Source: an optimization exercise on an open RTL-to-GDS flow (aim: small area). Production flows keep margins and buffers that such runs may drop.
Only simulation tests tie the RTL to the original design; equivalence was not proved.
Power figures rest on the tool's default switching activity, not on a simulated workload.

alpha:
Design BreakoutControl, start of the top module:
module BreakoutControl(clk_50, strt, rst, L, R, tick, color, pix_x, pix_y, ball_x, ball_y, pad_x, bricks, win, lose);
input clk_50;
input strt, rst, L, R;
input tick;
output reg [2:0] color;
output [8:0] pix_x;
output [7:0] pix_y;
output [9:0] ball_x;
output [9:0] ball_y;
output [9:0] pad_x;
output [15:0] bricks;
output win, lose;
function [10:0] radd;
	input [10:0] a;
	input [10:0] b;
	input cin;
	integer i;
	reg c;
	begin
		c = cin;
		for (i = 0; i < 11; i = i + 1) begin
			radd[i] = a[i] ^ b[i] ^ c;
			c = (a[i] & b[i]) | (c & (a[i] | b[i]));
		end
	end
endfunction
function ge;
	input [10:0] v;
	input [10:0] c;
	integer i;
	reg r;
	begin
		r = 1'b1;
		for (i = 0; i < 11; i = i + 1)
			r = c[i] ? (v[i] & r) : (v[i] | r);
		ge = r;
	end
endfunction
reg ph25;
reg [8:0] x;    
reg [7:0] y;    
wire [10:0] xinc = radd({2'b0, x}, 11'd0, 1'b1);
wire [10:0] yinc = radd({3'b0, y}, 11'd0, 1'b1);
always @(posedge clk_50 or negedge rst)
	if (!rst) begin
		ph25 <= 1'b0;
		x <= 9'd0;
		y <= 8'd0;
	end else begin
		ph25 <= ~ph25;
		if (!ph25) begin
			if (x[8] & x[6]) begin             
				x <= 9'd0;
				y <= (&y[7:4]) ? 8'd0 : yinc[7:0];  
			end else
				x <= xinc[8:0];
		end
	end
localparam BS_START = 4'd0, BS_POS = 4'd1, BS_SMOVE = 4'd2, BS_MOVE = 4'd3,
           BS_SWY = 4'd4, BS_SWL = 4'd5, BS_SWR = 4'd6, BS_PAD = 4'd7, BS_DONE = 4'd8;
reg [3:0] bs;
reg [9:0] bx, by;
reg ud;            
reg [2:0] dx;      
reg lo;
reg [15:0] hit;
reg tbp, lrp, tbc, lrc;
reg [1:0] ps;
reg [7:0] px;      
reg pcol;
reg [2:0] pang;
always @(posedge clk_50 or negedge rst)
	if (!rst) bs <= BS_START;
	else if (tick)
		case (bs)
			BS_START: bs <= BS_POS;
  ...
Size: roughly 710 cells after synthesis, roughly 96 flip-flops, roughly 74 I/O pins, ~7000 sq um of cells after synthesis.
Settings: LEC_CHECK=0, CAP_MARGIN=20, CORE_MARGIN=2, CORE_UTILIZATION=40, SLEW_MARGIN=20; clock period 10.0 ns.
standard.sh (not shown) runs the stock make flow with config.mk's settings and CLKGATE_MAP_FILE= SYNTH_SCRIPT=/design/flow/synth_recipe.tcl, a recipe that flattens the netlist after the stock synthesis.
==> flow/flow/run.sh <==
#!/bin/bash
set -euo pipefail
export BUFFER_PORTS_ARGS="-buffer_cell sky130_fd_sc_hd__buf_1"
export CTS_ARGS="-sink_clustering_enable -repair_clock_nets -dont_use_dummy_load -buf_list sky130_fd_sc_hd__clkbuf_8 -sink_clustering_size 20 -sink_clustering_max_diameter 100"
bash standard.sh > standard.log 2>&1
--- input diff alpha..beta ---
==> flow/flow/run.sh <==
#!/bin/bash
set -euo pipefail
export BUFFER_PORTS_ARGS="-buffer_cell sky130_fd_sc_hd__buf_1"
bash standard.sh > standard.log 2>&1
Results
Per the comparison of beta with alpha, global-route track usage on met3 did not really move, number of clock buffers inserted by TritonCTS did not really move.
On final net count, alpha and beta are neck and neck.
beta and alpha ended up with roughly the same core footprint.
Compared with alpha, in beta XOR/XNOR share of the synthesized area now sits at about the same level; number of iterations in the first detailed-routing pass now sits higher; clock tree buffer count of the final layout now sits higher; fraction of area in multi-input gates now sits lower; final area now sits higher.
On worst stage delay on the critical path, beta tracks alpha almost exactly.
> inputs changed (beta -> gamma)
==> flow/run.sh (new file) <==
#!/bin/bash
# synth_recipe.tcl (not shown) runs the flow's synth.tcl, then flattens the netlist and writes it again
# the make line also repeats each setting of config.mk as NAME=value (left out here)
make -C /OpenROAD-flow-scripts/flow DESIGN_CONFIG=/design/flow/config.mk WORK_HOME=/design/flow/orfs CLKGATE_MAP_FILE= SYNTH_SCRIPT=/design/flow/synth_recipe.tcl finish
removed: flow/flow/run.sh
removed: flow/standard.sh
Results
- gamma has completed all stages; timing, DRC and antenna checks passed.
- Lower met1 capacity usage during global routing among beta and gamma: beta
- ~same cell count after placement in beta and gamma
- The met2 layer usage reported by global route of gamma exceeds that of beta by 1.5 points.
- Post-cts gate resize count: gamma vs beta — no meaningful difference
- Half-perimeter wire length after placement delta (gamma − beta): unfavourable
- For the fraction of standard cell area in multi-input logic, gamma came in 2.5 points lower than beta did.
- Compared to beta, gamma has total power divided by cell area 3.5% lower.
- Delta (gamma minus beta): total routed wirelength now larger, area overhead of the layout relative to synthesis went up by 5.4 points, worst-case headroom to the max-slew limit moved down, power increased by 0.000024 W relative to the old numbers.
Modified inputs, delta compared to gamma
==> flow/flow/run.sh (new file) <==
#!/bin/bash
set -euo pipefail
export BUFFER_PORTS_ARGS="-buffer_cell sky130_fd_sc_hd__buf_1"
export CTS_ARGS="-sink_clustering_enable -repair_clock_nets -dont_use_dummy_load -buf_list sky130_fd_sc_hd__clkbuf_8"
bash standard.sh > standard.log 2>&1
==> flow/standard.sh (new file) <==
#!/bin/bash
# synth_recipe.tcl (not shown) runs the flow's synth.tcl, then flattens the netlist and writes it again
# the make line also repeats each setting of config.mk as NAME=value (left out here)
make -C /OpenROAD-flow-scripts/flow DESIGN_CONFIG=/design/flow/config.mk WORK_HOME=/design/flow/orfs CLKGATE_MAP_FILE= SYNTH_SCRIPT=/design/flow/synth_recipe.tcl "${@:-finish}"
removed: flow/run.sh
Results
In delta relative to gamma, power per cell area had gone down by a few percent. On setup slack, the higher figure sits with gamma, not delta. In the reports for gamma and delta, the smaller layout-stage area growth over the synthesis result belongs to delta. Per the comparison of delta with gamma, via count -0.46%, sum of net half-perimeters after detailed placement went down. Routed wire length delta (delta − gamma): favourable. Filler cell count (higher): delta. The global-route usage of delta falls short of that of gamma by 0.61 points. Diff gamma -> delta: multi-input combinational area share climbed 4.0 points; part of the power in combinational logic climbed 0.7 points.

---

BreakoutControl, a different RTL version from the one above (not shown whole).
Size: ~790 cells after synthesis, about 74 I/O pins, ~5800 sq um of cells after synthesis.
// BreakoutControl
module BreakoutControl(clk_50, strt, rst, L, R, tick, color, pix_x, pix_y, ball_x, ball_y, pad_x, bricks, win, lose);
input clk_50;
input strt, rst, L, R;
input tick;
output [2:0] color;
output [8:0] pix_x;
output [7:0] pix_y;
output [9:0] ball_x;
output [9:0] ball_y;
output [9:0] pad_x;
output [15:0] bricks;
output win, lose;
function [10:0] radd;
	input [10:0] a;
	input [10:0] b;
	input cin;
	integer i;
	reg c;
	begin
		c = cin;
		for (i = 0; i < 11; i = i + 1) begin
			radd[i] = a[i] ^ b[i] ^ c;
			c = (a[i] & b[i]) | (c & (a[i] | b[i]));
		end
	end
endfunction
function ge;
	input [10:0] v;
	input [10:0] c;
	integer i;
	reg r;
	begin
		r = 1'b1;
		for (i = 0; i < 11; i = i + 1)
			r = c[i] ? (v[i] & r) : (v[i] | r);
		ge = r;
	end
endfunction
reg ph25;
reg [8:0] x;    
reg [7:0] y;    
wire [10:0] xinc = radd({2'b0, x}, 11'd0, 1'b1);
wire [10:0] yinc = radd({3'b0, y}, 11'd0, 1'b1);
always @(posedge clk_50 or negedge rst)
	if (!rst) begin
		ph25 <= 1'b0;
		x <= 9'd0;
		y <= 8'd0;
	end else begin
		ph25 <= ~ph25;
		if (!ph25) begin
			if (x[8] & x[6]) begin             
				x <= 9'd0;
				y <= (&y[7:4]) ? 8'd0 : yinc[7:0];  
			end else
				x <= xinc[8:0];
		end
	end
localparam BS_START = 4'd0, BS_POS = 4'd1, BS_SMOVE = 4'd2, BS_MOVE = 4'd3,
           BS_SWY = 4'd4, BS_SWL = 4'd5, BS_SWR = 4'd6, BS_PAD = 4'd7, BS_DONE = 4'd8,
           BS_LOST = 4'd9;    
reg [3:0] bs;
reg [9:0] bx, by;
reg ud;            
reg [2:0] dx;      
reg [15:0] hit;
reg tbp, lrp, tbc, lrc;
reg [1:0] ps;
reg [7:0] px;      
reg pcol;
reg [2:0] pang;
always @(posedge clk_50 or negedge rst)
	if (!rst) bs <= BS_START;
	else if (tick)
		case (bs)
			BS_START: bs <= BS_POS;
			BS_POS:   if (!strt) bs <= BS_SMOVE;
			BS_SMOVE: bs <= BS_MOVE;
			BS_MOVE:
				if (tbc || by == 10'd1) bs <= BS_SWY;
				else if (bx == 10'd2 || bx == 10'd1) bs <= BS_SWL;
  ...
==> flow/config.mk <==
export PLATFORM = sky130hd
export DESIGN_NAME = BreakoutControl
export DESIGN_NICKNAME = BreakoutControl
export VERILOG_FILES = /design/flow/design.v
export SDC_FILE = /design/flow/constraint.sdc
export NUM_CORES = 4
export LEC_CHECK = 0
export CAP_MARGIN = 20
export CORE_MARGIN = 2
export CORE_UTILIZATION = 40
export SLEW_MARGIN = 20
==> flow/constraint.sdc <==
create_clock -name core_clock -period 10.0 [get_ports {clk_50}]
set_input_delay 2.0000 -clock core_clock [delete_from_list [all_inputs] [get_ports {clk_50}]]
set_output_delay 2.0000 -clock core_clock [all_outputs]
set_load 0.01 [all_outputs]
==> flow/flow/run.sh <==
#!/bin/bash
# The standard layout (standard.sh) with three changes:
#  - after the standard synthesis, ABC optimises the logic between the
#    registers again (deepsyn, eight seeds, four at a time) and maps it for area
#    (amap); the smallest result is laid out. The registers and tie cells stay
#    exactly as synthesised (same cells, same instance names). If that step
#    fails, the standard netlist is laid out instead;
#  - every port gets the smallest buffer;
#  - the clock tree is built from clkbuf_8 without dummy loads.
# Each tool writes its full output to a log file here.
set -euo pipefail
here=$(pwd)
export BUFFER_PORTS_ARGS="-buffer_cell sky130_fd_sc_hd__buf_1"
export CTS_ARGS="-sink_clustering_enable -repair_clock_nets -dont_use_dummy_load -buf_list sky130_fd_sc_hd__clkbuf_8"
DEEPSYN_SECONDS=200

bash standard.sh synth > synth.log 2>&1

res=orfs/results/$FLOW_PLATFORM/BreakoutControl/base
pv() { make -s -C "$FLOW_HOME" DESIGN_CONFIG="$here/config.mk" WORK_HOME="$here/orfs" "print-$1" | sed "s/^$1: //"; }
lib=$(pv LIB_FILES)
du=""
for c in $(pv DONT_USE_CELLS); do du="$du -dont_use $c"; done
cp "$res/1_2_yosys.v" "$here/synth_standard.v"

# black-box models of the flip-flops and tie cells, so that they stay as they are
cat > stubs.ys <<EOS
read_liberty -lib -ignore_miss_func $lib
write_verilog -blackboxes $here/cells_bb.v
EOS
yosys -s stubs.ys > stubs.log 2>&1
awk '/^module /{keep=($2 ~ /^sky130_fd_sc_hd__(df|conb_1)/)} keep{print} /^endmodule/{keep=0}' cells_bb.v > keep_bb.v

remap() {
  local s=$1
  sed "s/@T@/$DEEPSYN_SECONDS/; s/@S@/$s/" flow/remap.abc > remap_$s.abc
  # every other cell is read as its logic function, flattened and mapped again
  cat > remap_$s.ys <<EOS
read_verilog -lib $here/keep_bb.v
read_liberty -ignore_miss_func -ignore_redef $lib
read_verilog $here/synth_standard.v
hierarchy -top $FLOW_TOP
flatten
rename -hide w:*.*
delete t:\$scopeinfo
opt -purge
abc -liberty $lib $du -script $here/remap_$s.abc
opt_clean -purge
hilomap -singleton -hicell sky130_fd_sc_hd__conb_1 HI -locell sky130_fd_sc_hd__conb_1 LO
splitnets
opt_clean -purge
write_verilog -noattr -noexpr -nohex -nodec $here/remap0_$s.v
EOS
  yosys -s remap_$s.ys > remap_$s.log 2>&1 || return 0
  python3 flow/fixnets.py remap0_$s.v remap1_$s.v > fixnets_$s.log 2>&1 || return 0
  cat > finish_$s.ys <<EOS
read_liberty -lib -ignore_miss_func $lib
read_verilog $here/remap1_$s.v
hierarchy -top $FLOW_TOP
opt_clean -purge
insbuf -buf sky130_fd_sc_hd__buf_4 A X
check -assert
tee -o $here/remap_stat_$s.txt stat -liberty $lib
write_verilog -noattr -noexpr -nohex -nodec $here/remap_$s.v
EOS
  yosys -s finish_$s.ys > finish_$s.log 2>&1 || rm -f remap_$s.v
}
for s in 1 2 3 4; do remap $s & done
wait
for s in 5 6 7 8; do remap $s & done
wait

# lay out the smallest new netlist that has exactly the standard netlist's registers
regs() { grep -oE '^ *sky130_fd_sc_hd__df[a-z0-9_]+ +[^ ]+' "$1" | sed 's/^ *//' | sort; }
best=""
bestarea=""
for s in 1 2 3 4 5 6 7 8; do
  [[ -s remap_$s.v && -s remap_stat_$s.txt ]] || continue
  [[ "$(regs remap_$s.v)" == "$(regs synth_standard.v)" ]] || continue
  a=$(grep "Chip area" remap_stat_$s.txt | awk '{print $NF}')
  if [[ -z "$best" ]] || awk "BEGIN{exit !($a < $bestarea)}"; then best=$s; bestarea=$a; fi
done
if [[ -n "$best" ]]; then
  cp "$here/remap_$best.v" "$here/synth_remap.v"
  cp "$here/synth_remap.v" "$res/1_2_yosys.v"
  echo "laying out the remapped netlist of seed $best (area $bestarea)" > choice.log
else
  echo "remap failed; laying out the standard netlist" > choice.log
fi
rm -f "$res/1_synth.odb" "$res/1_synth.sdc"
bash standard.sh > layout.log 2>&1
Other scripts of this flow, unchanged in this note and not shown: flow/flow/fixnets.py, flow/flow/remap.abc
Next try:
--- a/flow/flow/run.sh
+++ b/flow/flow/run.sh
@@ -2,5 +2,5 @@
 # The standard layout (standard.sh) with three changes:
 #  - after the standard synthesis, ABC optimises the logic between the
-#    registers again (deepsyn, eight seeds, four at a time) and maps it for area
+#    registers again (deepsyn, four seeds in parallel) and maps it for area
 #    (amap); the smallest result is laid out. The registers and tie cells stay
 #    exactly as synthesised (same cells, same instance names). If that step
@@ -13,5 +13,5 @@
 export BUFFER_PORTS_ARGS="-buffer_cell sky130_fd_sc_hd__buf_1"
 export CTS_ARGS="-sink_clustering_enable -repair_clock_nets -dont_use_dummy_load -buf_list sky130_fd_sc_hd__clkbuf_8"
-DEEPSYN_SECONDS=200
+DEEPSYN_SECONDS=240
 
 bash standard.sh synth > synth.log 2>&1
@@ -66,7 +66,5 @@
   yosys -s finish_$s.ys > finish_$s.log 2>&1 || rm -f remap_$s.v
 }
-for s in 1 2 3 4; do remap $s & done
-wait
-for s in 5 6 7 8; do remap $s & done
+for s in 1 6 7 8; do remap $s & done
 wait
 
@@ -75,5 +73,5 @@
 best=""
 bestarea=""
-for s in 1 2 3 4 5 6 7 8; do
+for s in 1 6 7 8; do
   [[ -s remap_$s.v && -s remap_stat_$s.txt ]] || continue
   [[ "$(regs remap_$s.v)" == "$(regs synth_standard.v)" ]] || continue
- synthesized area is unchanged
- via count stays the same
- core utilization stays the same
- power is unchanged
- clock power stays flat

-- afterwards: timing with drivers on the ports --
The flow's constraints put no driver on any port. The routed layouts listed below were extracted and timed again, unchanged, in two steps. Step 1 (the two cells are an assumption about what drives the block):
set clk [get_ports {clk_50}]
set_driving_cell -lib_cell sky130_fd_sc_hd__clkbuf_16 $clk
set_driving_cell -lib_cell sky130_fd_sc_hd__buf_2 [delete_from_list [all_inputs] $clk]
Step 2 adds t to the input delays and takes it off the output delays; t is the mean of the earliest and latest rising clock arrival at the registers after step 1. Input paths then give back, and output paths get back, about the clock's delay inside the block. a / b / c = ideal / step 1 / step 2; a / b = the first two.
run | shift t [ns] | setup slack, ns | slew at the worst register clock pin (ns)
alpha | 0.412 | 2.574 / 2.574 / 2.574 | 0.10 / 0.10
beta | 0.388 | 2.562 / 2.562 / 2.562 | 0.07 / 0.07
gamma | 0.390 | 2.631 / 2.631 / 2.631 | 0.07 / 0.07
delta | 0.412 | 2.574 / 2.574 / 2.574 | 0.10 / 0.10
the first run of note 2 | 0.415 | 4.367 / 4.374 / 3.959 | 0.09 / 0.09
the second run of note 2 | 0.415 | 4.367 / 4.374 / 3.959 | 0.09 / 0.09
After both steps setup and hold are still met in every run listed.
